Context: an optimization exercise on an open-source flow, tuned for small area and a short achievable clock period. The choices shown serve that exercise and are no tape-out recipe.
No run shown here included a check of the RTL's function; only the layout flow was run.
Power and IR drop assume default switching activity.

==> flow/design.v, too long to show whole: its modules and the start of the top module <==
// module sig_altmult_add: 2093 lines
module sig_altmult_add
(
	input signed [15:0] dataa, datab, datac, datad,
	input 		clock, aclr,
	output reg 	[32:0] result
);
  // ...
==> flow/flow/run.sh <==
#!/bin/bash
set -uo pipefail
here=$(pwd)
bash standard.sh "SYNTH_ARGS=-noabc" \
  "BUFFER_PORTS_ARGS=-buffer_cell sky130_fd_sc_hd__buf_1" \
  "POST_FLOORPLAN_TCL=$here/flow/upsize.tcl" finish > run_make.log 2>&1
status=$?
tail -20 run_make.log
exit $status
==> flow/flow/upsize.tcl <==
foreach inst [get_cells -quiet {a_r* c_r* m0_* m1_*}] {
  if {[get_property [get_lib_cells -of_objects $inst] name] == "sky130_fd_sc_hd__dfxtp_1"} {
    replace_cell $inst sky130_fd_sc_hd__dfxtp_4
  }
}
==> flow/standard.sh <==
#!/bin/bash
# synth_recipe.tcl (not shown) runs the flow's synth.tcl, then flattens the netlist and writes it again
# the make line also repeats each setting of config.mk as NAME=value (left out here)
make -C /OpenROAD-flow-scripts/flow DESIGN_CONFIG=/design/flow/config.mk WORK_HOME=/design/flow/orfs CLKGATE_MAP_FILE= SYNTH_SCRIPT=/design/flow/synth_recipe.tcl "${@:-finish}"
==> flow/config.mk <==
export PLATFORM = sky130hd
export DESIGN_NAME = sig_altmult_add
export DESIGN_NICKNAME = sig_altmult_add
export VERILOG_FILES = /design/flow/design.v
export SDC_FILE = /design/flow/constraint.sdc
export NUM_CORES = 4
export LEC_CHECK = 0
export CAP_MARGIN = 20
export CORE_MARGIN = 2
export CORE_UTILIZATION = 40
export SETUP_SLACK_MARGIN = 3.8
export SLEW_MARGIN = 20
==> flow/constraint.sdc <==
create_clock -name core_clock -period 7.0 [get_ports {clock}]
set_input_delay 1.4000 -clock core_clock [delete_from_list [all_inputs] [get_ports {clock}]]
set_output_delay 1.4000 -clock core_clock [all_outputs]
set_load 0.01 [all_outputs]
==> impl_metrics.toml, run 1 <==
[outcome]
status = "no timing/DRC/antenna violations"

[clock_tree]
cts_tree = "yes"
ctsResizeCount = 22
cts_hold_buf = 0

[final_layout]
final-clk-cell-share_pct = 4.96
multiInputGateArea_sq_mm = 0.0115
final_common_cell = "xnor2_1"
largest_cell_class = "multi-input combinational cells"
nClkBuffers = 32
multi_input_comb_cells = 1060
seq_cells = 209

[pwr]
comb_power_w = 0.00629
finalPower_w = 0.00983
swShare_pct = 42.0

[synthesis]
yosysTopAreaCell = "fa_1"
seq_area_frac_synth_pct = 25.8
synth_top_family_by_area = "adder cells"
yosys-top-cells-area = "fa_1, dfxtp_1, xnor2_1, a22oi_1, ha_1"

[critical_path]
startpoint = "s_r[25]"
startpoint_type = "register"
worstPathMaxFanout = 3
cp_slowest_cell = "dfxtp_2"
path_buf_inv = 1
cp_data_arrival_time_ns = 2.17

[route]
drt_first_iter_violations = 943
vias_per_cell = 5.48

[floorplan]
num_io_pins = 99
fp.dieW_microns = 206

[placement]
io_buffers = 98
dpl.cell_count = 1945

[sta]
timing.fmax_ghz = 0.281
==> inputs of run 2 (changes only) <==
--- a/flow/design.v
+++ b/flow/design.v
@@ -3,17 +3,16 @@
 	input signed [15:0] dataa, datab, datac, datad,
 	input 		clock, aclr,
 	output reg 	[32:0] result
 );
   reg [15:0] a_r, c_r;
   reg [7:0] m0_one_r, m0_two_r, m0_neg_r, m1_one_r, m1_two_r, m1_neg_r;
   reg [91:0] t_r;
   reg [32:0] s_r;
-  reg cy_r;
   reg v1, v2, v3;
   wire [7:0] one0, two0, neg0;
   wire [7:0] one1, two1, neg1;
   wire m0_pp0_0;
   wire m0_pp0_1;
   wire m0_pp0_2;
   wire m0_pp0_3;
   wire m0_pp0_4;
@@ -790,147 +789,178 @@
   wire c504;
   wire s505;
   wire c506;
   wire s507;
   wire c508;
   wire s509;
   wire c510;
   wire [32:0] g0, p0;
-  wire lcg1_1;
-  wire lcp1_1;
-  wire lcg1_3;
-  wire lcp1_3;
-  wire lcg1_5;
-  wire lcp1_5;
-  wire lcg1_7;
-  wire lcp1_7;
-  wire lcg1_9;
-  wire lcp1_9;
-  wire lcg1_11;
-  wire lcp1_11;
-  wire lcg1_13;
-  wire lcp1_13;
-  wire lcg1_15;
-  wire lcp1_15;
-  wire lcg2_2;
-  wire lcp2_2;
-  wire lcg2_3;
-  wire lcp2_3;
-  wire lcg2_6;
-  wire lcp2_6;
-  wire lcg2_7;
-  wire lcp2_7;
-  wire lcg2_10;
-  wire lcp2_10;
-  wire lcg2_11;
-  wire lcp2_11;
-  wire lcg2_14;
-  wire lcp2_14;
-  wire lcg2_15;
-  wire lcp2_15;
-  wire lcg3_4;
-  wire lcp3_4;
-  wire lcg3_5;
-  wire lcp3_5;
-  wire lcg3_6;
-  wire lcp3_6;
-  wire lcg3_7;
-  wire lcp3_7;
-  wire lcg3_12;
-  wire lcp3_12;
-  wire lcg3_13;
-  wire lcp3_13;
-  wire lcg3_14;
-  wire lcp3_14;
-  wire lcg3_15;
-  wire lcp3_15;
-  wire lcg4_8;
-  wire lcp4_8;
-  wire lcg4_9;
-  wire lcp4_9;
-  wire lcg4_10;
-  wire lcp4_10;
-  wire lcg4_11;
-  wire lcp4_11;
-  wire lcg4_12;
-  wire lcp4_12;
-  wire lcg4_13;
-  wire lcp4_13;
-  wire lcg4_14;
-  wire lcp4_14;
-  wire lcg4_15;
-  wire lcp4_15;
-  wire lcg5_16;
-  wire lcp5_16;
-  wire ucg1_1;
-  wire ucp1_1;
-  wire ucg1_3;
-  wire ucp1_3;
-  wire ucg1_5;
-  wire ucp1_5;
-  wire ucg1_7;
-  wire ucp1_7;
-  wire ucg1_9;
-  wire ucp1_9;
-  wire ucg1_11;
-  wire ucp1_11;
-  wire ucg1_13;
-  wire ucp1_13;
-  wire ucg1_15;
-  wire ucp1_15;
-  wire ucg2_2;
-  wire ucp2_2;
-  wire ucg2_3;
-  wire ucp2_3;
-  wire ucg2_6;
-  wire ucp2_6;
-  wire ucg2_7;
-  wire ucp2_7;
-  wire ucg2_10;
-  wire ucp2_10;
-  wire ucg2_11;
-  wire ucp2_11;
-  wire ucg2_14;
-  wire ucp2_14;
-  wire ucg2_15;
-  wire ucp2_15;
-  wire ucg3_4;
-  wire ucp3_4;
-  wire ucg3_5;
-  wire ucp3_5;
-  wire ucg3_6;
-  wire ucp3_6;
-  wire ucg3_7;
-  wire ucp3_7;
-  wire ucg3_12;
-  wire ucp3_12;
-  wire ucg3_13;
-  wire ucp3_13;
-  wire ucg3_14;
-  wire ucp3_14;
-  wire ucg3_15;
-  wire ucp3_15;
-  wire ucg4_8;
-  wire ucp4_8;
-  wire ucg4_9;
-  wire ucp4_9;
-  wire ucg4_10;
-  wire ucp4_10;
-  wire ucg4_11;
-  wire ucp4_11;
-  wire ucg4_12;
-  wire ucp4_12;
-  wire ucg4_13;
-  wire ucp4_13;
-  wire ucg4_14;
-  wire ucp4_14;
-  wire ucg4_15;
-  wire ucp4_15;
-  wire cy;
+  wire cg1_1;
+  wire cp1_1;
+  wire cg1_3;
+  wire cp1_3;
+  wire cg1_5;
+  wire cp1_5;
+  wire cg1_7;
+  wire cp1_7;
+  wire cg1_9;
+  wire cp1_9;
+  wire cg1_11;
+  wire cp1_11;
+  wire cg1_13;
+  wire cp1_13;
+  wire cg1_15;
+  wire cp1_15;
+  wire cg1_17;
+  wire cp1_17;
+  wire cg1_19;
+  wire cp1_19;
+  wire cg1_21;
+  wire cp1_21;
+  wire cg1_23;
+  wire cp1_23;
+  wire cg1_25;
+  wire cp1_25;
+  wire cg1_27;
+  wire cp1_27;
+  wire cg1_29;
+  wire cp1_29;
+  wire cg1_31;
+  wire cp1_31;
+  wire cg2_2;
+  wire cp2_2;
+  wire cg2_3;
+  wire cp2_3;
+  wire cg2_6;
+  wire cp2_6;
+  wire cg2_7;
+  wire cp2_7;
+  wire cg2_10;
+  wire cp2_10;
+  wire cg2_11;
+  wire cp2_11;
+  wire cg2_14;
+  wire cp2_14;
+  wire cg2_15;
+  wire cp2_15;
+  wire cg2_18;
+  wire cp2_18;
+  wire cg2_19;
+  wire cp2_19;
+  wire cg2_22;
+  wire cp2_22;
+  wire cg2_23;
+  wire cp2_23;
+  wire cg2_26;
+  wire cp2_26;
+  wire cg2_27;
+  wire cp2_27;
+  wire cg2_30;
+  wire cp2_30;
+  wire cg2_31;
+  wire cp2_31;
+  wire cg3_4;
+  wire cp3_4;
+  wire cg3_5;
+  wire cp3_5;
+  wire cg3_6;
+  wire cp3_6;
+  wire cg3_7;
+  wire cp3_7;
+  wire cg3_12;
+  wire cp3_12;
+  wire cg3_13;
+  wire cp3_13;
+  wire cg3_14;
+  wire cp3_14;
+  wire cg3_15;
+  wire cp3_15;
+  wire cg3_20;
+  wire cp3_20;
+  wire cg3_21;
+  wire cp3_21;
+  wire cg3_22;
+  wire cp3_22;
+  wire cg3_23;
+  wire cp3_23;
+  wire cg3_28;
+  wire cp3_28;
+  wire cg3_29;
+  wire cp3_29;
+  wire cg3_30;
+  wire cp3_30;
+  wire cg3_31;
+  wire cp3_31;
+  wire cg4_8;
+  wire cp4_8;
+  wire cg4_9;
+  wire cp4_9;
+  wire cg4_10;
+  wire cp4_10;
+  wire cg4_11;
+  wire cp4_11;
+  wire cg4_12;
+  wire cp4_12;
+  wire cg4_13;
+  wire cp4_13;
+  wire cg4_14;
+  wire cp4_14;
+  wire cg4_15;
+  wire cp4_15;
+  wire cg4_24;
+  wire cp4_24;
+  wire cg4_25;
+  wire cp4_25;
+  wire cg4_26;
+  wire cp4_26;
+  wire cg4_27;
+  wire cp4_27;
+  wire cg4_28;
+  wire cp4_28;
+  wire cg4_29;
+  wire cp4_29;
+  wire cg4_30;
+  wire cp4_30;
+  wire cg4_31;
+  wire cp4_31;
+  wire cg5_16;
+  wire cp5_16;
+  wire cg5_17;
+  wire cp5_17;
+  wire cg5_18;
+  wire cp5_18;
+  wire cg5_19;
+  wire cp5_19;
+  wire cg5_20;
+  wire cp5_20;
+  wire cg5_21;
+  wire cp5_21;
+  wire cg5_22;
+  wire cp5_22;
+  wire cg5_23;
+  wire cp5_23;
+  wire cg5_24;
+  wire cp5_24;
+  wire cg5_25;
+  wire cp5_25;
+  wire cg5_26;
+  wire cp5_26;
+  wire cg5_27;
+  wire cp5_27;
+  wire cg5_28;
+  wire cp5_28;
+  wire cg5_29;
+  wire cp5_29;
+  wire cg5_30;
+  wire cp5_30;
+  wire cg5_31;
+  wire cp5_31;
+  wire cg6_32;
+  wire cp6_32;
   wire [32:0] row0, row1, sum;
   assign one0[0] = datab[0] ^ 1'b0;
   assign two0[0] = (datab[1] ^ datab[0]) & ~(datab[0] ^ 1'b0);
   assign neg0[0] = datab[1];
   assign one0[1] = datab[2] ^ datab[1];
   assign two0[1] = (datab[3] ^ datab[2]) & ~(datab[2] ^ datab[1]);
   assign neg0[1] = datab[3];
   assign one0[2] = datab[4] ^ datab[3];
@@ -1756,180 +1786,211 @@
   assign s507 = t_r[85] ^ t_r[86];
   assign c508 = t_r[85] & t_r[86];
   assign s509 = t_r[88] ^ t_r[89];
   assign c510 = t_r[88] & t_r[89];
   assign row0 = {1'b1, t_r[91], t_r[90], t_r[87], s507, c504, s503, s501, c498, c496, s495, s493, c490, s489, c486, c484, c482, c480, c478, c476, c474, c472, c470, c468, c466, c464, c462, c460, t_r[7], t_r[4], t_r[3], t_r[2], t_r[0]};
   assign row1 = {1'b0, c510, s509, c508, c506, s505, c502, c500, s499, s497, c494, c492, s491, c488, s487, s485, s483, s481, s479, s477, s475, s473, s471, s469, s467, s465, s463, s461, s459, 1'b0, 1'b0, 1'b0, t_r[1]};
   assign g0 = row0 & row1;
   assign p0 = row0 ^ row1;
-  assign lcg1_1 = g0[1] | (p0[1] & g0[0]);
-  assign lcp1_1 = p0[1] & p0[0];
-  assign lcg1_3 = g0[3] | (p0[3] & g0[2]);
-  assign lcp1_3 = p0[3] & p0[2];
-  assign lcg1_5 = g0[5] | (p0[5] & g0[4]);
-  assign lcp1_5 = p0[5] & p0[4];
-  assign lcg1_7 = g0[7] | (p0[7] & g0[6]);
-  assign lcp1_7 = p0[7] & p0[6];
-  assign lcg1_9 = g0[9] | (p0[9] & g0[8]);
-  assign lcp1_9 = p0[9] & p0[8];
-  assign lcg1_11 = g0[11] | (p0[11] & g0[10]);
-  assign lcp1_11 = p0[11] & p0[10];
-  assign lcg1_13 = g0[13] | (p0[13] & g0[12]);
-  assign lcp1_13 = p0[13] & p0[12];
-  assign lcg1_15 = g0[15] | (p0[15] & g0[14]);
-  assign lcp1_15 = p0[15] & p0[14];
-  assign lcg2_2 = g0[2] | (p0[2] & lcg1_1);
-  assign lcp2_2 = p0[2] & lcp1_1;
-  assign lcg2_3 = lcg1_3 | (lcp1_3 & lcg1_1);
-  assign lcp2_3 = lcp1_3 & lcp1_1;
-  assign lcg2_6 = g0[6] | (p0[6] & lcg1_5);
-  assign lcp2_6 = p0[6] & lcp1_5;
-  assign lcg2_7 = lcg1_7 | (lcp1_7 & lcg1_5);
-  assign lcp2_7 = lcp1_7 & lcp1_5;
-  assign lcg2_10 = g0[10] | (p0[10] & lcg1_9);
-  assign lcp2_10 = p0[10] & lcp1_9;
-  assign lcg2_11 = lcg1_11 | (lcp1_11 & lcg1_9);
-  assign lcp2_11 = lcp1_11 & lcp1_9;
-  assign lcg2_14 = g0[14] | (p0[14] & lcg1_13);
-  assign lcp2_14 = p0[14] & lcp1_13;
-  assign lcg2_15 = lcg1_15 | (lcp1_15 & lcg1_13);
-  assign lcp2_15 = lcp1_15 & lcp1_13;
-  assign lcg3_4 = g0[4] | (p0[4] & lcg2_3);
-  assign lcp3_4 = p0[4] & lcp2_3;
-  assign lcg3_5 = lcg1_5 | (lcp1_5 & lcg2_3);
-  assign lcp3_5 = lcp1_5 & lcp2_3;
-  assign lcg3_6 = lcg2_6 | (lcp2_6 & lcg2_3);
-  assign lcp3_6 = lcp2_6 & lcp2_3;
-  assign lcg3_7 = lcg2_7 | (lcp2_7 & lcg2_3);
-  assign lcp3_7 = lcp2_7 & lcp2_3;
-  assign lcg3_12 = g0[12] | (p0[12] & lcg2_11);
-  assign lcp3_12 = p0[12] & lcp2_11;
-  assign lcg3_13 = lcg1_13 | (lcp1_13 & lcg2_11);
-  assign lcp3_13 = lcp1_13 & lcp2_11;
-  assign lcg3_14 = lcg2_14 | (lcp2_14 & lcg2_11);
-  assign lcp3_14 = lcp2_14 & lcp2_11;
-  assign lcg3_15 = lcg2_15 | (lcp2_15 & lcg2_11);
-  assign lcp3_15 = lcp2_15 & lcp2_11;
-  assign lcg4_8 = g0[8] | (p0[8] & lcg3_7);
-  assign lcp4_8 = p0[8] & lcp3_7;
-  assign lcg4_9 = lcg1_9 | (lcp1_9 & lcg3_7);
-  assign lcp4_9 = lcp1_9 & lcp3_7;
-  assign lcg4_10 = lcg2_10 | (lcp2_10 & lcg3_7);
-  assign lcp4_10 = lcp2_10 & lcp3_7;
-  assign lcg4_11 = lcg2_11 | (lcp2_11 & lcg3_7);
-  assign lcp4_11 = lcp2_11 & lcp3_7;
-  assign lcg4_12 = lcg3_12 | (lcp3_12 & lcg3_7);
-  assign lcp4_12 = lcp3_12 & lcp3_7;
-  assign lcg4_13 = lcg3_13 | (lcp3_13 & lcg3_7);
-  assign lcp4_13 = lcp3_13 & lcp3_7;
-  assign lcg4_14 = lcg3_14 | (lcp3_14 & lcg3_7);
-  assign lcp4_14 = lcp3_14 & lcp3_7;
-  assign lcg4_15 = lcg3_15 | (lcp3_15 & lcg3_7);
-  assign lcp4_15 = lcp3_15 & lcp3_7;
-  assign lcg5_16 = g0[16] | (p0[16] & lcg4_15);
-  assign lcp5_16 = p0[16] & lcp4_15;
+  assign cg1_1 = g0[1] | (p0[1] & g0[0]);
+  assign cp1_1 = p0[1] & p0[0];
+  assign cg1_3 = g0[3] | (p0[3] & g0[2]);
+  assign cp1_3 = p0[3] & p0[2];
+  assign cg1_5 = g0[5] | (p0[5] & g0[4]);
+  assign cp1_5 = p0[5] & p0[4];
+  assign cg1_7 = g0[7] | (p0[7] & g0[6]);
+  assign cp1_7 = p0[7] & p0[6];
+  assign cg1_9 = g0[9] | (p0[9] & g0[8]);
+  assign cp1_9 = p0[9] & p0[8];
+  assign cg1_11 = g0[11] | (p0[11] & g0[10]);
+  assign cp1_11 = p0[11] & p0[10];
+  assign cg1_13 = g0[13] | (p0[13] & g0[12]);
+  assign cp1_13 = p0[13] & p0[12];
+  assign cg1_15 = g0[15] | (p0[15] & g0[14]);
+  assign cp1_15 = p0[15] & p0[14];
+  assign cg1_17 = g0[17] | (p0[17] & g0[16]);
+  assign cp1_17 = p0[17] & p0[16];
+  assign cg1_19 = g0[19] | (p0[19] & g0[18]);
+  assign cp1_19 = p0[19] & p0[18];
+  assign cg1_21 = g0[21] | (p0[21] & g0[20]);
+  assign cp1_21 = p0[21] & p0[20];
+  assign cg1_23 = g0[23] | (p0[23] & g0[22]);
+  assign cp1_23 = p0[23] & p0[22];
+  assign cg1_25 = g0[25] | (p0[25] & g0[24]);
+  assign cp1_25 = p0[25] & p0[24];
+  assign cg1_27 = g0[27] | (p0[27] & g0[26]);
+  assign cp1_27 = p0[27] & p0[26];
+  assign cg1_29 = g0[29] | (p0[29] & g0[28]);
+  assign cp1_29 = p0[29] & p0[28];
+  assign cg1_31 = g0[31] | (p0[31] & g0[30]);
+  assign cp1_31 = p0[31] & p0[30];
+  assign cg2_2 = g0[2] | (p0[2] & cg1_1);
+  assign cp2_2 = p0[2] & cp1_1;
+  assign cg2_3 = cg1_3 | (cp1_3 & cg1_1);
+  assign cp2_3 = cp1_3 & cp1_1;
+  assign cg2_6 = g0[6] | (p0[6] & cg1_5);
+  assign cp2_6 = p0[6] & cp1_5;
+  assign cg2_7 = cg1_7 | (cp1_7 & cg1_5);
+  assign cp2_7 = cp1_7 & cp1_5;
+  assign cg2_10 = g0[10] | (p0[10] & cg1_9);
+  assign cp2_10 = p0[10] & cp1_9;
+  assign cg2_11 = cg1_11 | (cp1_11 & cg1_9);
+  assign cp2_11 = cp1_11 & cp1_9;
+  assign cg2_14 = g0[14] | (p0[14] & cg1_13);
+  assign cp2_14 = p0[14] & cp1_13;
+  assign cg2_15 = cg1_15 | (cp1_15 & cg1_13);
+  assign cp2_15 = cp1_15 & cp1_13;
+  assign cg2_18 = g0[18] | (p0[18] & cg1_17);
+  assign cp2_18 = p0[18] & cp1_17;
+  assign cg2_19 = cg1_19 | (cp1_19 & cg1_17);
+  assign cp2_19 = cp1_19 & cp1_17;
+  assign cg2_22 = g0[22] | (p0[22] & cg1_21);
+  assign cp2_22 = p0[22] & cp1_21;
+  assign cg2_23 = cg1_23 | (cp1_23 & cg1_21);
+  assign cp2_23 = cp1_23 & cp1_21;
+  assign cg2_26 = g0[26] | (p0[26] & cg1_25);
+  assign cp2_26 = p0[26] & cp1_25;
+  assign cg2_27 = cg1_27 | (cp1_27 & cg1_25);
+  assign cp2_27 = cp1_27 & cp1_25;
+  assign cg2_30 = g0[30] | (p0[30] & cg1_29);
+  assign cp2_30 = p0[30] & cp1_29;
+  assign cg2_31 = cg1_31 | (cp1_31 & cg1_29);
+  assign cp2_31 = cp1_31 & cp1_29;
+  assign cg3_4 = g0[4] | (p0[4] & cg2_3);
+  assign cp3_4 = p0[4] & cp2_3;
+  assign cg3_5 = cg1_5 | (cp1_5 & cg2_3);
+  assign cp3_5 = cp1_5 & cp2_3;
+  assign cg3_6 = cg2_6 | (cp2_6 & cg2_3);
+  assign cp3_6 = cp2_6 & cp2_3;
+  assign cg3_7 = cg2_7 | (cp2_7 & cg2_3);
+  assign cp3_7 = cp2_7 & cp2_3;
+  assign cg3_12 = g0[12] | (p0[12] & cg2_11);
+  assign cp3_12 = p0[12] & cp2_11;
+  assign cg3_13 = cg1_13 | (cp1_13 & cg2_11);
+  assign cp3_13 = cp1_13 & cp2_11;
+  assign cg3_14 = cg2_14 | (cp2_14 & cg2_11);
+  assign cp3_14 = cp2_14 & cp2_11;
+  assign cg3_15 = cg2_15 | (cp2_15 & cg2_11);
+  assign cp3_15 = cp2_15 & cp2_11;
+  assign cg3_20 = g0[20] | (p0[20] & cg2_19);
+  assign cp3_20 = p0[20] & cp2_19;
+  assign cg3_21 = cg1_21 | (cp1_21 & cg2_19);
+  assign cp3_21 = cp1_21 & cp2_19;
+  assign cg3_22 = cg2_22 | (cp2_22 & cg2_19);
+  assign cp3_22 = cp2_22 & cp2_19;
+  assign cg3_23 = cg2_23 | (cp2_23 & cg2_19);
+  assign cp3_23 = cp2_23 & cp2_19;
+  assign cg3_28 = g0[28] | (p0[28] & cg2_27);
+  assign cp3_28 = p0[28] & cp2_27;
+  assign cg3_29 = cg1_29 | (cp1_29 & cg2_27);
+  assign cp3_29 = cp1_29 & cp2_27;
+  assign cg3_30 = cg2_30 | (cp2_30 & cg2_27);
+  assign cp3_30 = cp2_30 & cp2_27;
+  assign cg3_31 = cg2_31 | (cp2_31 & cg2_27);
+  assign cp3_31 = cp2_31 & cp2_27;
+  assign cg4_8 = g0[8] | (p0[8] & cg3_7);
+  assign cp4_8 = p0[8] & cp3_7;
+  assign cg4_9 = cg1_9 | (cp1_9 & cg3_7);
+  assign cp4_9 = cp1_9 & cp3_7;
+  assign cg4_10 = cg2_10 | (cp2_10 & cg3_7);
+  assign cp4_10 = cp2_10 & cp3_7;
+  assign cg4_11 = cg2_11 | (cp2_11 & cg3_7);
+  assign cp4_11 = cp2_11 & cp3_7;
+  assign cg4_12 = cg3_12 | (cp3_12 & cg3_7);
+  assign cp4_12 = cp3_12 & cp3_7;
+  assign cg4_13 = cg3_13 | (cp3_13 & cg3_7);
+  assign cp4_13 = cp3_13 & cp3_7;
+  assign cg4_14 = cg3_14 | (cp3_14 & cg3_7);
+  assign cp4_14 = cp3_14 & cp3_7;
+  assign cg4_15 = cg3_15 | (cp3_15 & cg3_7);
+  assign cp4_15 = cp3_15 & cp3_7;
+  assign cg4_24 = g0[24] | (p0[24] & cg3_23);
+  assign cp4_24 = p0[24] & cp3_23;
+  assign cg4_25 = cg1_25 | (cp1_25 & cg3_23);
+  assign cp4_25 = cp1_25 & cp3_23;
+  assign cg4_26 = cg2_26 | (cp2_26 & cg3_23);
+  assign cp4_26 = cp2_26 & cp3_23;
+  assign cg4_27 = cg2_27 | (cp2_27 & cg3_23);
+  assign cp4_27 = cp2_27 & cp3_23;
+  assign cg4_28 = cg3_28 | (cp3_28 & cg3_23);
+  assign cp4_28 = cp3_28 & cp3_23;
+  assign cg4_29 = cg3_29 | (cp3_29 & cg3_23);
+  assign cp4_29 = cp3_29 & cp3_23;
+  assign cg4_30 = cg3_30 | (cp3_30 & cg3_23);
+  assign cp4_30 = cp3_30 & cp3_23;
+  assign cg4_31 = cg3_31 | (cp3_31 & cg3_23);
+  assign cp4_31 = cp3_31 & cp3_23;
+  assign cg5_16 = g0[16] | (p0[16] & cg4_15);
+  assign cp5_16 = p0[16] & cp4_15;
+  assign cg5_17 = cg1_17 | (cp1_17 & cg4_15);
+  assign cp5_17 = cp1_17 & cp4_15;
+  assign cg5_18 = cg2_18 | (cp2_18 & cg4_15);
+  assign cp5_18 = cp2_18 & cp4_15;
+  assign cg5_19 = cg2_19 | (cp2_19 & cg4_15);
+  assign cp5_19 = cp2_19 & cp4_15;
+  assign cg5_20 = cg3_20 | (cp3_20 & cg4_15);
+  assign cp5_20 = cp3_20 & cp4_15;
+  assign cg5_21 = cg3_21 | (cp3_21 & cg4_15);
+  assign cp5_21 = cp3_21 & cp4_15;
+  assign cg5_22 = cg3_22 | (cp3_22 & cg4_15);
+  assign cp5_22 = cp3_22 & cp4_15;
+  assign cg5_23 = cg3_23 | (cp3_23 & cg4_15);
+  assign cp5_23 = cp3_23 & cp4_15;
+  assign cg5_24 = cg4_24 | (cp4_24 & cg4_15);
+  assign cp5_24 = cp4_24 & cp4_15;
+  assign cg5_25 = cg4_25 | (cp4_25 & cg4_15);
+  assign cp5_25 = cp4_25 & cp4_15;
+  assign cg5_26 = cg4_26 | (cp4_26 & cg4_15);
+  assign cp5_26 = cp4_26 & cp4_15;
+  assign cg5_27 = cg4_27 | (cp4_27 & cg4_15);
+  assign cp5_27 = cp4_27 & cp4_15;
+  assign cg5_28 = cg4_28 | (cp4_28 & cg4_15);
+  assign cp5_28 = cp4_28 & cp4_15;
+  assign cg5_29 = cg4_29 | (cp4_29 & cg4_15);
+  assign cp5_29 = cp4_29 & cp4_15;
+  assign cg5_30 = cg4_30 | (cp4_30 & cg4_15);
+  assign cp5_30 = cp4_30 & cp4_15;
+  assign cg5_31 = cg4_31 | (cp4_31 & cg4_15);
+  assign cp5_31 = cp4_31 & cp4_15;
+  assign cg6_32 = g0[32] | (p0[32] & cg5_31);
+  assign cp6_32 = p0[32] & cp5_31;
   assign sum[0] = p0[0];
   assign sum[1] = p0[1] ^ g0[0];
-  assign sum[2] = p0[2] ^ lcg1_1;
-  assign sum[3] = p0[3] ^ lcg2_2;
-  assign sum[4] = p0[4] ^ lcg2_3;
-  assign sum[5] = p0[5] ^ lcg3_4;
-  assign sum[6] = p0[6] ^ lcg3_5;
-  assign sum[7] = p0[7] ^ lcg3_6;
-  assign sum[8] = p0[8] ^ lcg3_7;
-  assign sum[9] = p0[9] ^ lcg4_8;
-  assign sum[10] = p0[10] ^ lcg4_9;
-  assign sum[11] = p0[11] ^ lcg4_10;
-  assign sum[12] = p0[12] ^ lcg4_11;
-  assign sum[13] = p0[13] ^ lcg4_12;
-  assign sum[14] = p0[14] ^ lcg4_13;
-  assign sum[15] = p0[15] ^ lcg4_14;
-  assign sum[16] = p0[16] ^ lcg4_15;
-  assign ucg1_1 = g0[18] | (p0[18] & g0[17]);
-  assign ucp1_1 = p0[18] & p0[17];
-  assign ucg1_3 = g0[20] | (p0[20] & g0[19]);
-  assign ucp1_3 = p0[20] & p0[19];
-  assign ucg1_5 = g0[22] | (p0[22] & g0[21]);
-  assign ucp1_5 = p0[22] & p0[21];
-  assign ucg1_7 = g0[24] | (p0[24] & g0[23]);
-  assign ucp1_7 = p0[24] & p0[23];
-  assign ucg1_9 = g0[26] | (p0[26] & g0[25]);
-  assign ucp1_9 = p0[26] & p0[25];
-  assign ucg1_11 = g0[28] | (p0[28] & g0[27]);
-  assign ucp1_11 = p0[28] & p0[27];
-  assign ucg1_13 = g0[30] | (p0[30] & g0[29]);
-  assign ucp1_13 = p0[30] & p0[29];
-  assign ucg1_15 = g0[32] | (p0[32] & g0[31]);
-  assign ucp1_15 = p0[32] & p0[31];
-  assign ucg2_2 = g0[19] | (p0[19] & ucg1_1);
-  assign ucp2_2 = p0[19] & ucp1_1;
-  assign ucg2_3 = ucg1_3 | (ucp1_3 & ucg1_1);
-  assign ucp2_3 = ucp1_3 & ucp1_1;
-  assign ucg2_6 = g0[23] | (p0[23] & ucg1_5);
-  assign ucp2_6 = p0[23] & ucp1_5;
-  assign ucg2_7 = ucg1_7 | (ucp1_7 & ucg1_5);
-  assign ucp2_7 = ucp1_7 & ucp1_5;
-  assign ucg2_10 = g0[27] | (p0[27] & ucg1_9);
-  assign ucp2_10 = p0[27] & ucp1_9;
-  assign ucg2_11 = ucg1_11 | (ucp1_11 & ucg1_9);
-  assign ucp2_11 = ucp1_11 & ucp1_9;
-  assign ucg2_14 = g0[31] | (p0[31] & ucg1_13);
-  assign ucp2_14 = p0[31] & ucp1_13;
-  assign ucg2_15 = ucg1_15 | (ucp1_15 & ucg1_13);
-  assign ucp2_15 = ucp1_15 & ucp1_13;
-  assign ucg3_4 = g0[21] | (p0[21] & ucg2_3);
-  assign ucp3_4 = p0[21] & ucp2_3;
-  assign ucg3_5 = ucg1_5 | (ucp1_5 & ucg2_3);
-  assign ucp3_5 = ucp1_5 & ucp2_3;
-  assign ucg3_6 = ucg2_6 | (ucp2_6 & ucg2_3);
-  assign ucp3_6 = ucp2_6 & ucp2_3;
-  assign ucg3_7 = ucg2_7 | (ucp2_7 & ucg2_3);
-  assign ucp3_7 = ucp2_7 & ucp2_3;
-  assign ucg3_12 = g0[29] | (p0[29] & ucg2_11);
-  assign ucp3_12 = p0[29] & ucp2_11;
-  assign ucg3_13 = ucg1_13 | (ucp1_13 & ucg2_11);
-  assign ucp3_13 = ucp1_13 & ucp2_11;
-  assign ucg3_14 = ucg2_14 | (ucp2_14 & ucg2_11);
-  assign ucp3_14 = ucp2_14 & ucp2_11;
-  assign ucg3_15 = ucg2_15 | (ucp2_15 & ucg2_11);
-  assign ucp3_15 = ucp2_15 & ucp2_11;
-  assign ucg4_8 = g0[25] | (p0[25] & ucg3_7);
-  assign ucp4_8 = p0[25] & ucp3_7;
-  assign ucg4_9 = ucg1_9 | (ucp1_9 & ucg3_7);
-  assign ucp4_9 = ucp1_9 & ucp3_7;
-  assign ucg4_10 = ucg2_10 | (ucp2_10 & ucg3_7);
-  assign ucp4_10 = ucp2_10 & ucp3_7;
-  assign ucg4_11 = ucg2_11 | (ucp2_11 & ucg3_7);
-  assign ucp4_11 = ucp2_11 & ucp3_7;
-  assign ucg4_12 = ucg3_12 | (ucp3_12 & ucg3_7);
-  assign ucp4_12 = ucp3_12 & ucp3_7;
-  assign ucg4_13 = ucg3_13 | (ucp3_13 & ucg3_7);
-  assign ucp4_13 = ucp3_13 & ucp3_7;
-  assign ucg4_14 = ucg3_14 | (ucp3_14 & ucg3_7);
-  assign ucp4_14 = ucp3_14 & ucp3_7;
-  assign ucg4_15 = ucg3_15 | (ucp3_15 & ucg3_7);
-  assign ucp4_15 = ucp3_15 & ucp3_7;
-  assign sum[17] = p0[17];
-  assign sum[18] = p0[18] ^ g0[17];
-  assign sum[19] = p0[19] ^ ucg1_1;
-  assign sum[20] = p0[20] ^ ucg2_2;
-  assign sum[21] = p0[21] ^ ucg2_3;
-  assign sum[22] = p0[22] ^ ucg3_4;
-  assign sum[23] = p0[23] ^ ucg3_5;
-  assign sum[24] = p0[24] ^ ucg3_6;
-  assign sum[25] = p0[25] ^ ucg3_7;
-  assign sum[26] = p0[26] ^ ucg4_8;
-  assign sum[27] = p0[27] ^ ucg4_9;
-  assign sum[28] = p0[28] ^ ucg4_10;
-  assign sum[29] = p0[29] ^ ucg4_11;
-  assign sum[30] = p0[30] ^ ucg4_12;
-  assign sum[31] = p0[31] ^ ucg4_13;
-  assign sum[32] = p0[32] ^ ucg4_14;
-  assign cy = lcg5_16;
+  assign sum[2] = p0[2] ^ cg1_1;
+  assign sum[3] = p0[3] ^ cg2_2;
+  assign sum[4] = p0[4] ^ cg2_3;
+  assign sum[5] = p0[5] ^ cg3_4;
+  assign sum[6] = p0[6] ^ cg3_5;
+  assign sum[7] = p0[7] ^ cg3_6;
+  assign sum[8] = p0[8] ^ cg3_7;
+  assign sum[9] = p0[9] ^ cg4_8;
+  assign sum[10] = p0[10] ^ cg4_9;
+  assign sum[11] = p0[11] ^ cg4_10;
+  assign sum[12] = p0[12] ^ cg4_11;
+  assign sum[13] = p0[13] ^ cg4_12;
+  assign sum[14] = p0[14] ^ cg4_13;
+  assign sum[15] = p0[15] ^ cg4_14;
+  assign sum[16] = p0[16] ^ cg4_15;
+  assign sum[17] = p0[17] ^ cg5_16;
+  assign sum[18] = p0[18] ^ cg5_17;
+  assign sum[19] = p0[19] ^ cg5_18;
+  assign sum[20] = p0[20] ^ cg5_19;
+  assign sum[21] = p0[21] ^ cg5_20;
+  assign sum[22] = p0[22] ^ cg5_21;
+  assign sum[23] = p0[23] ^ cg5_22;
+  assign sum[24] = p0[24] ^ cg5_23;
+  assign sum[25] = p0[25] ^ cg5_24;
+  assign sum[26] = p0[26] ^ cg5_25;
+  assign sum[27] = p0[27] ^ cg5_26;
+  assign sum[28] = p0[28] ^ cg5_27;
+  assign sum[29] = p0[29] ^ cg5_28;
+  assign sum[30] = p0[30] ^ cg5_29;
+  assign sum[31] = p0[31] ^ cg5_30;
+  assign sum[32] = p0[32] ^ cg5_31;
   always @(posedge clock) begin
     a_r <= dataa;
     c_r <= datac;
     m0_one_r <= one0;
     m0_two_r <= two0;
     m0_neg_r <= neg0;
     m1_one_r <= one1;
     m1_two_r <= two1;
@@ -2022,72 +2083,22 @@
     t_r[85] <= c370;
     t_r[86] <= s371;
     t_r[87] <= s407;
     t_r[88] <= s177;
     t_r[89] <= c292;
     t_r[90] <= c408;
     t_r[91] <= c178;
     s_r <= sum;
-    cy_r <= cy;
   end
   always @(posedge clock or posedge aclr) begin
     if (aclr) begin
       v1 <= 1'b0;
       v2 <= 1'b0;
       v3 <= 1'b0;
     end else begin
       v1 <= 1'b1;
       v2 <= v1;
       v3 <= v2;
     end
   end
-  wire ia1_1 = s_r[18] & s_r[17];
-  wire ia1_3 = s_r[20] & s_r[19];
-  wire ia1_5 = s_r[22] & s_r[21];
-  wire ia1_7 = s_r[24] & s_r[23];
-  wire ia1_9 = s_r[26] & s_r[25];
-  wire ia1_11 = s_r[28] & s_r[27];
-  wire ia1_13 = s_r[30] & s_r[29];
-  wire ia1_15 = s_r[32] & s_r[31];
-  wire ia2_2 = s_r[19] & ia1_1;
-  wire ia2_3 = ia1_3 & ia1_1;
-  wire ia2_6 = s_r[23] & ia1_5;
-  wire ia2_7 = ia1_7 & ia1_5;
-  wire ia2_10 = s_r[27] & ia1_9;
-  wire ia2_11 = ia1_11 & ia1_9;
-  wire ia2_14 = s_r[31] & ia1_13;
-  wire ia2_15 = ia1_15 & ia1_13;
-  wire ia3_4 = s_r[21] & ia2_3;
-  wire ia3_5 = ia1_5 & ia2_3;
-  wire ia3_6 = ia2_6 & ia2_3;
-  wire ia3_7 = ia2_7 & ia2_3;
-  wire ia3_12 = s_r[29] & ia2_11;
-  wire ia3_13 = ia1_13 & ia2_11;
-  wire ia3_14 = ia2_14 & ia2_11;
-  wire ia3_15 = ia2_15 & ia2_11;
-  wire ia4_8 = s_r[25] & ia3_7;
-  wire ia4_9 = ia1_9 & ia3_7;
-  wire ia4_10 = ia2_10 & ia3_7;
-  wire ia4_11 = ia2_11 & ia3_7;
-  wire ia4_12 = ia3_12 & ia3_7;
-  wire ia4_13 = ia3_13 & ia3_7;
-  wire ia4_14 = ia3_14 & ia3_7;
-  wire ia4_15 = ia3_15 & ia3_7;
-  wire [15:0] inc;
-  assign inc[0] = cy_r;
-  assign inc[1] = cy_r & s_r[17];
-  assign inc[2] = cy_r & ia1_1;
-  assign inc[3] = cy_r & ia2_2;
-  assign inc[4] = cy_r & ia2_3;
-  assign inc[5] = cy_r & ia3_4;
-  assign inc[6] = cy_r & ia3_5;
-  assign inc[7] = cy_r & ia3_6;
-  assign inc[8] = cy_r & ia3_7;
-  assign inc[9] = cy_r & ia4_8;
-  assign inc[10] = cy_r & ia4_9;
-  assign inc[11] = cy_r & ia4_10;
-  assign inc[12] = cy_r & ia4_11;
-  assign inc[13] = cy_r & ia4_12;
-  assign inc[14] = cy_r & ia4_13;
-  assign inc[15] = cy_r & ia4_14;
-  always @* result = {s_r[32:17] ^ inc, s_r[16:0]} & {33{v3}};
+  always @* result = s_r & {33{v3}};
 endmodule
==> run 2 against run 1 <==
Effect of this change:
- still clean on timing, DRC and antenna
- core utilization fell by 0.65 points
- die area fell by 1.1%
- final area fell by 1.9%
- first-iteration DRC count rose by 18%
- via count fell by 0.50%
- worst hold slack got worse by 0.0030 ns
- sequential share of layout area rose by 0.27 points
- synthesized cell count fell by 0.54%
- clock power fell by 7%
- cell count fell by 1.0%
- clock skew fell by 0.00053 ns
- total power rose by 11%
- critical path type is now reg -> reg
- critical endpoint is now s_r[26]
- largest power group unchanged
==> impl_metrics.toml, run 2 <==
[sta]
setup_ws_ns = 3.67
min_period_ns = 3.33
fin_setup_tns_ns = 0
timing.fmax_ghz = 0.301
final.setup_skew_ns = 0.0148
holdWs_ns = 0.348
fin_crit_sh_pct = 47.5
setup_viol = 0
rsz0062_at_grt = "yes"
hold_viol = 0
report.final.slew_viol_count = 0

[global_routing]
track_usage_pct = 21.2
grt_pass1_vias = 11400
grt_pass1_wl_mm = 68.6
antenna_found_initial = 0
grt_remaining_overflow = 0
grt_max_degree = 34

[floorplan]
row_count = 73
die-area_sq_mm = 0.0418
start_util_pct = 40.5
die_h_microns = 205
core_sq_mm = 0.0397
num_io_pins = 99
fp.dieW_microns = 205

[clock_tree]
clkTransAtPathRegs_ns = 0.06
clockBufferDepth = 3
cts_tree = "yes"
cts_num_sinks = 208
clk_latency_ns = 0.54
cts.htree.levels = 1
root_buffer = "clkbuf_16"
cts_made_buffers = 24

[pwr]
power_switching_w = 0.00474
vdd_drop_max_uv = 441
seqPwrFrac_pct = 19.5
finalPower_w = 0.0109
clkPwrFrac_pct = 11.8
pwr-share-comb_pct = 68.7
p_per_area_mw_per_mm2 = 608
p_int_w = 0.00615
swShare_pct = 43.5
power_leakage_nw = 6.62

[run]
max-cap-violations = 0

[placement]
dpl.cell_count = 1938
io_buffers = 98
dpl_worst_slack_ns = 3.56
hpwl_mm = 32.0
place_congestion = 0.902

[synthesis]
yosys.cell_types.count = 46
yosysWarnings = 1
synth_nets = 1826
async_reset_ff_share_pct = 1.44
seq_area_frac_synth_pct = 26.0
synthesis.area_sq_mm = 0.0161
synth_top_area_share_pct = 28.6
synth_edf_count = 0
yosys-top-cells-area = "fa_1, dfxtp_1, xnor2_1, a22oi_1, ha_1"
synth_ff_type = "dfxtp_1"
avgSynthCellArea_sq_um = 11.0
yosysMostFrequentCell = "xnor2_1"
synthTopCellsByCount = "xnor2_1, a22oi_1, fa_1, dfxtp_1, clkbuf_1"
syn_inst = 1461
ys_ff_latch = 208
yosysTopAreaCell = "fa_1"

[final_layout]
n_antenna_cell = 0
regMostFlops = "t_r"
final_common_cell = "xnor2_1"
syn2layout_area_growth_pct = 11.2
stdcell_count = 1985
fillCellCount = 3667
drive_above_1_share_pct = 11.0
final_cell_mix = "xnor2_1, a22oi_1, fa_1, dfxtp_1, buf_1"
largest_reg_flops = 92
largest_registers = "t_r x92, s_r x33"
fin_nets = 1808

[critical_path]
required_ns = 7.46
cp-end-kind = "register"
worstReg2RegEnd = "s_r[26]"
cp_data_arrival_time_ns = 3.79
worstPathMaxFanout = 3
r2r_cells = 12
critPathKind = "reg -> reg"
startpoint_type = "register"
r2r-start = "t_r[52]"
rrSetupSlack_ns = 3.67

[route]
drc = 0
first_pass_iters = 6
wl_per_cell_microns = 22.1
ant_nets = 0
drt_first_iter_violations = 1115
vias_per_cell = 5.51
drt_wl_total_mm = 43.8
via_count = 10900

[hold_path]
worstHoldEndpoint = "v3"
hold_start = "v2"
whs_path_depth = 0
hp-class = "reg -> reg"

[outcome]
status = "no timing/DRC/antenna violations"
[run 2: logic make-up after synthesis]
group,synth area share [%]
AOI/OAI and AO/OA,14.1
xor gates and xnor gates,16.7
adders and majority gates,34.0
buffers and inverters,4.60
DFF,26.0
muxes,0.0622
other,0.0233
and+or+nand+nor,4.55
[run 2: through the flow]
step / utilization (%) / instance area (sq um)
3_3_place_gp: 42.5 / 16900
2_1_floorplan: - / 16100
4_1_cts: 44.9 / 17800
3_5_place_dp: 42.5 / 16900
5_1_grt: 45.0 / 17900
6_report: 45.0 / 17900
[run 2: repair_timing]
action / 4_1_cts / 5_1_grt
pin swaps: 12 / 4
resized for setup: 19 / 11
cloned: 0 / 0
endpoints found under the setup margin: 43 / 11
hold buffers: 0 / 0
buffers inserted: 3 / 1
[run 2: power by group through the flow]
stage | clock (W) | sequential, W | combinational [W]
floorplan | 0 | 0.00191 | 0.00509
CTS | 0.00133 | 0.00212 | 0.00718
global route | 0.00138 | 0.00216 | 0.00834
finish | 0.00129 | 0.00212 | 0.00748
detailed placement | 0 | 0.00213 | 0.00671
global placement | 0 | 0.00212 | 0.00660
[run 2: routing by layer]
| metal | share of wire (%) | vias to the layer above | GRT usage, % |
|---|---|---|---|
| li1 | - | 4846 | - |
| met3 | 9.6 | 60 | 5.01 |
| met4 | 2.0 | 0 | 6.11 |
| met1 | 45 | 5522 | 30.8 |
| met2 | 43 | 513 | 31.5 |
| met5 | 0 | - | 0 |
[run 2: how the worst max path moves through the flow]
stage                      startpoint       to  slack, ns  cells after the start
after floorplan           m1_neg_r[7]  t_r[46]       3.82                      7
after CTS                     t_r[61]  s_r[26]       3.64                     12
after global placement        t_r[52]  s_r[28]       3.60                     12
after global routing          t_r[62]  s_r[26]       3.56                     12
final                         t_r[52]  s_r[26]       3.67                     12
after detailed placement      t_r[52]  s_r[26]       3.56                     12
[run 2: layout make-up]
cell class	instances	area (sq um)	area share (%)
multi-input cells	1056	11300	63.3
flip-flops and latches	208	4480	25.1
repair buffers	102	402	2.24
well taps	525	657	3.67
clock inverters	11	123	0.685
clock buffers	32	702	3.92
inverters	51	191	1.07
[run 2: worst max-delay path, cell delays in order (launching register included)]
cell and delay, ns:
dfxtp_2 0.33, ha_4 0.26, fa_2 0.43, fa_2 0.56
ha_4 0.20, nand4_1 0.13, a21oi_1 0.06, or3_1 0.38
a21oi_2 0.22, a31oi_1 0.13, a211o_1 0.28, a21oi_2 0.17
xnor2_1 0.12

[static timing again, ports no longer ideal]
The flow's constraints put no driver on any port. The routed layouts listed below were extracted and timed again, unchanged, in two steps.
Step 1, drivers: a clkbuf_16 drives clock and a buf_2 each remaining input, both assumed.
Step 2 also shifts input and output timing later by t, the mid clock arrival at the registers, as if the neighbouring blocks saw the same clock.
a / b / c = no drivers / after step 1 / after step 2; a / b = the first two.
run	shift t [ns]	setup slack, ns	hold slack, ns	worst setup path at the end	worst slew at a driven data input, ns
run 1	0.584	3.435 / 3.384 / 3.818	0.351 / 0.351 / 0.351	register to register	0.05
run 2	0.581	3.673 / 3.673 / 3.673	0.348 / 0.348 / 0.348	register to register	0.05
After both steps setup and hold are still met in every run listed.
